Context: an optimization exercise on an open-source flow, tuned for small area and few clock cycles. The choices shown serve that exercise and are no tape-out recipe. Only simulation tests tie the RTL to the original design; equivalence was not proved. No activity file was given, so power comes from the tool's default toggle rates.

Design datapath, start of the top module:
module datapath(
    input clk,
    input rst,
    output [9:0] imem_addr,
    input [31:0] imem_rdata,
    output [9:0] dmem_addr,
    output [31:0] dmem_wdata,
    output dmem_we,
    input [31:0] dmem_rdata,
    output done
);
Size: roughly 7,800 cells after synthesis, ~2,100 flip-flops, ~120 I/O pins.
export LEC_CHECK = 0
export CAP_MARGIN = 25
export CORE_MARGIN = 2
export CORE_UTILIZATION = 58
export CTS_BUF_LIST = sky130_fd_sc_hd__clkbuf_8
export CTS_CLUSTER_DIAMETER = 70
export CTS_CLUSTER_SIZE = 16
export GPL_TIMING_DRIVEN = 0
export PLACE_DENSITY = 0.63
export SLEW_MARGIN = 25
export SYNTH_HIERARCHICAL = 1
export SYNTH_MINIMUM_KEEP_SIZE = 0
create_clock -name core_clock -period 25.0 [get_ports {clk}]
standard.sh (not shown) runs the stock make flow with config.mk's settings and CLKGATE_MAP_FILE= SYNTH_SCRIPT=/design/flow/synth_recipe.tcl, a recipe that flattens the netlist after the stock synthesis.
==> flow/flow/run.sh <==
#!/bin/bash
set -euo pipefail
export BUFFER_PORTS_ARGS="-buffer_cell sky130_fd_sc_hd__buf_1"
sed -E 's/(CAP|SLEW)_MARGIN=[0-9.]+/\1_MARGIN=0/g' standard.sh > standard_m0.sh
bash standard_m0.sh cts > flow_to_cts.log 2>&1
bash standard.sh > flow_finish.log 2>&1
Testbench counts at the start, summed over its fixed seeds: cycles 77,903.
Then changed:
==> flow/flow/run.sh (replaced) <==
#!/bin/bash
set -euo pipefail
here=$(pwd)
export BUFFER_PORTS_ARGS="-buffer_cell sky130_fd_sc_hd__buf_1"
cat > config_du.mk <<C
include $here/config.mk
export DONT_USE_CELLS += sky130_fd_sc_hd__buf_8 sky130_fd_sc_hd__buf_12 sky130_fd_sc_hd__buf_16 sky130_fd_sc_hd__bufbuf_8 sky130_fd_sc_hd__bufbuf_16 sky130_fd_sc_hd__clkbuf_16 sky130_fd_sc_hd__bufinv_8 sky130_fd_sc_hd__bufinv_16
C
sed -E 's/(CAP|SLEW)_MARGIN=[0-9.]+/\1_MARGIN=0/g' standard.sh > standard_m0.sh
sed -E "s#DESIGN_CONFIG=[^ ]+#DESIGN_CONFIG=$here/config_du.mk#" standard_m0.sh > standard_m0_du.sh
sed -E "s#DESIGN_CONFIG=[^ ]+#DESIGN_CONFIG=$here/config_du.mk#" standard.sh > standard_du.sh
bash standard_m0.sh synth > flow_synth.log 2>&1
bash standard_m0_du.sh cts > flow_to_cts.log 2>&1
bash standard_du.sh > flow_finish.log 2>&1
CAP_MARGIN = 20   (was 25)
SLEW_MARGIN = 20   (was 25)
Effect:
- Now the flow produced a layout that fails on max-capacitance violations, max-slew violations
- final cell count hardly moves
- design area shrinks slightly
- die area stays the same
- via count stays flat
- global-route usage is about the same
- sequential power stays flat
- synthesized cell count stays the same
- non-clock buffer count came out lower by 15

* * *

Another version of the RTL of datapath (not shown whole).
For scale: roughly 8000 cells after synthesis, about 2100 flip-flops, ~89000 µm² of cells after synthesis.
## datapath
module datapath(
    input clk,
    input rst,
    output [9:0] imem_addr,
    input [31:0] imem_rdata,
    output [9:0] dmem_addr,
    output [31:0] dmem_wdata,
    output dmem_we,
    input [31:0] dmem_rdata,
    output done
);
clock: 25.0 ns
lec_check: 0
cap_margin: 25
core_margin: 2
core_utilization: 58
cts_buf_list: sky130_fd_sc_hd__clkbuf_8
cts_cluster_diameter: 70
cts_cluster_size: 16
gpl_timing_driven: 0
place_density: 0.63
slew_margin: 25
synth_hierarchical: 1
synth_minimum_keep_size: 0
==> flow/flow/run.sh <==
#!/bin/bash
set -euo pipefail
export BUFFER_PORTS_ARGS="-buffer_cell sky130_fd_sc_hd__buf_1"
sed -E 's/(CAP|SLEW)_MARGIN=[0-9.]+/\1_MARGIN=0/g' standard.sh > standard_m0.sh
bash standard_m0.sh synth > flow_synth.log 2>&1
export DONT_USE_CELLS="sky130_fd_sc_hd__buf_8 sky130_fd_sc_hd__buf_12 sky130_fd_sc_hd__buf_16 sky130_fd_sc_hd__bufbuf_8 sky130_fd_sc_hd__bufbuf_16 sky130_fd_sc_hd__clkbuf_16"
bash standard_m0.sh cts > flow_to_cts.log 2>&1
bash standard.sh > flow_finish.log 2>&1
Testbench counts at the start, summed over its fixed seeds: cycles 77,903.
Rerun with:
==> flow/flow/run.sh (replaced) <==
#!/bin/bash
set -euo pipefail
here=$(pwd)
export BUFFER_PORTS_ARGS="-buffer_cell sky130_fd_sc_hd__buf_1"
cat > config_du.mk <<C
include $here/config.mk
export DONT_USE_CELLS += sky130_fd_sc_hd__buf_8 sky130_fd_sc_hd__buf_12 sky130_fd_sc_hd__buf_16 sky130_fd_sc_hd__bufbuf_8 sky130_fd_sc_hd__bufbuf_16 sky130_fd_sc_hd__clkbuf_16
C
sed -E 's/(CAP|SLEW)_MARGIN=[0-9.]+/\1_MARGIN=0/g' standard.sh > standard_m0.sh
sed -E "s#DESIGN_CONFIG=[^ ]+#DESIGN_CONFIG=$here/config_du.mk#" standard_m0.sh > standard_m0_du.sh
sed -E "s#DESIGN_CONFIG=[^ ]+#DESIGN_CONFIG=$here/config_du.mk#" standard.sh > standard_du.sh
bash standard_m0.sh synth > flow_synth.log 2>&1
bash standard_m0_du.sh cts > flow_to_cts.log 2>&1
bash standard_du.sh > flow_finish.log 2>&1
Settings changed: CTS_CLUSTER_DIAMETER 70 to 50, CTS_CLUSTER_SIZE 16 to 12.
Clock skew came out lower by 0.032 ns; sequential share of layout area is higher by 0.12 points; worst setup slack is better by 0.22 ns; maximum frequency rose by 1.0%; power goes up by 5.1%; wire length is about the same; via count went up by 0.43%; cell area barely changes; final cell count is higher by 0.68%.

* * *

Setup of maple:
Another version of the RTL of datapath (not shown whole).
Size in the first run: about 7900 cells after synthesis, about 2100 flip-flops, about 89000 um2 of cells after synthesis.
Settings: LEC_CHECK=0, CAP_MARGIN=5, CORE_MARGIN=2, CORE_UTILIZATION=58, CTS_BUF_LIST=sky130_fd_sc_hd__clkbuf_8, CTS_CLUSTER_DIAMETER=50, CTS_CLUSTER_SIZE=14, GPL_TIMING_DRIVEN=0, PLACE_DENSITY=0.63, SLEW_MARGIN=5, SYNTH_HIERARCHICAL=1, SYNTH_MINIMUM_KEEP_SIZE=0; clock period 25.0 ns.
run.sh (not shown) runs the stock make flow with config.mk's settings and CLKGATE_MAP_FILE= SYNTH_SCRIPT=/design/flow/synth_recipe.tcl, a recipe that flattens the netlist after the stock synthesis.
Stock flow here: none of the scripts above is used.
The flow completed for maple, but it is not clean: the layout still shows max-capacitance violations, max-slew violations.
Testbench counts of maple, summed over its fixed seeds: cycles 77,903.
Input changes introduced in quartz (baseline for comparison: maple):
- SLEW_MARGIN changed from 5 to 15
- CTS_CLUSTER_DIAMETER changed from 50 to 70
- CAP_MARGIN changed from 5 to 15
- CTS_CLUSTER_SIZE changed from 14 to 16
==> flow/flow/run.sh (new file) <==
#!/bin/bash
set -euo pipefail
export BUFFER_PORTS_ARGS="-buffer_cell sky130_fd_sc_hd__buf_1"
sed -E 's/(CAP|SLEW)_MARGIN=[0-9.]+/\1_MARGIN=0/g' standard.sh > standard_m0.sh
bash standard_m0.sh cts > flow_to_cts.log 2>&1
bash standard.sh > flow_finish.log 2>&1
==> flow/standard.sh (new file) <==
#!/bin/bash
# synth_recipe.tcl (not shown) runs the flow's synth.tcl, then flattens the netlist and writes it again
# the make line also repeats each setting of config.mk as NAME=value (left out here)
make -C /OpenROAD-flow-scripts/flow DESIGN_CONFIG=/design/flow/config.mk WORK_HOME=/design/flow/orfs CLKGATE_MAP_FILE= SYNTH_SCRIPT=/design/flow/synth_recipe.tcl "${@:-finish}"
removed: flow/run.sh
Results
For maple, the slowest library cell on the worst path was sky130_fd_sc_hd__nor4_1, unlike quartz, where it was sky130_fd_sc_hd__nor4_2.
[compare] base=maple new=quartz: routed length on met3 went down by 0.46%; final antenna diode count fell by 1; global routing usage on met2 up 0.90 points.
Taking maple as the reference, in quartz final count of pins violating max slew went down 136, final instance area went down about 1.7%.
Of maple and quartz, not a single run came through the flow clean.
The final report for quartz shows a completed flow and a layout that fails verification, specifically max-capacitance violations.
Nothing crashed in maple and all stages finished; the problem is that the final layout failed, the offending checks being max-capacitance violations, max-slew violations.
Setup changes, quartz to zinc
- CAP_MARGIN changed from 15 to 10
- CTS_CLUSTER_SIZE changed from 16 to 14
- SLEW_MARGIN changed from 15 to 10
- CTS_CLUSTER_DIAMETER changed from 70 to 50
==> flow/run.sh (new file) <==
#!/bin/bash
# synth_recipe.tcl (not shown) runs the flow's synth.tcl, then flattens the netlist and writes it again
# the make line also repeats each setting of config.mk as NAME=value (left out here)
make -C /OpenROAD-flow-scripts/flow DESIGN_CONFIG=/design/flow/config.mk WORK_HOME=/design/flow/orfs CLKGATE_MAP_FILE= SYNTH_SCRIPT=/design/flow/synth_recipe.tcl finish
removed: flow/flow/run.sh
removed: flow/standard.sh
Not one of quartz and zinc finished clean.
From the logs: zinc reached the end of the flow and failed the layout checks with max-capacitance violations, max-slew violations.
Between quartz and zinc, the fmax figures differ only marginally.
Changes observed in zinc relative to quartz: final critical delay including setup and external delays fell by 0.033 ns, post-route total power now larger, setup slack increased 0.033 ns, number of clock-tree buffers in the layout rose by 31%.
Higher required time of the worst setup path was reported by zinc, not quartz.

==> static timing again, ports no longer ideal <==
No port has a modelled driver above. Below, the same layouts with a new extraction and two added sets of constraints. Step 1: set_driving_cell puts a clkbuf_16 on clk and a buf_2 on each other input, an assumption about the parent block. Step 2 times the ports against the registers' clock, not the clock port: input delays grow and output delays shrink by t, the midpoint of the rising clock arrivals with the driver on. a / b / c = ideal ports / drivers / drivers and shift; a / b = the first two.
run | t, ns | slack for setup (ns) | hold slack, ns | slew at the worst register clock pin (ns) | worst data-port slew with drivers (ns)
the first run of note 1 | 1.071 | 1.049 / 1.049 / 1.049 | 0.501 / 0.501 / 0.501 | 0.11 / 0.11 | 0.05
the second run of note 1 | 1.110 | 1.210 / 1.210 / 1.210 | 0.499 / 0.499 / 0.499 | 0.12 / 0.12 | 0.05
the first run of note 2 | 1.029 | 2.523 / 2.523 / 2.523 | 0.502 / 0.502 / 0.502 | 0.11 / 0.11 | 0.05
the second run of note 2 | 1.099 | 2.744 / 2.744 / 2.744 | 0.504 / 0.504 / 0.504 | 0.09 / 0.09 | 0.05
maple | 1.055 | 3.849 / 3.849 / 3.849 | 0.516 / 0.516 / 0.516 | 0.10 / 0.10 | 0.14
quartz | 1.097 | 4.370 / 4.370 / 4.370 | 0.522 / 0.522 / 0.522 | 0.11 / 0.11 | 0.15
zinc | 1.094 | 4.403 / 4.403 / 4.403 | 0.518 / 0.518 / 0.518 | 0.10 / 0.10 | 0.14
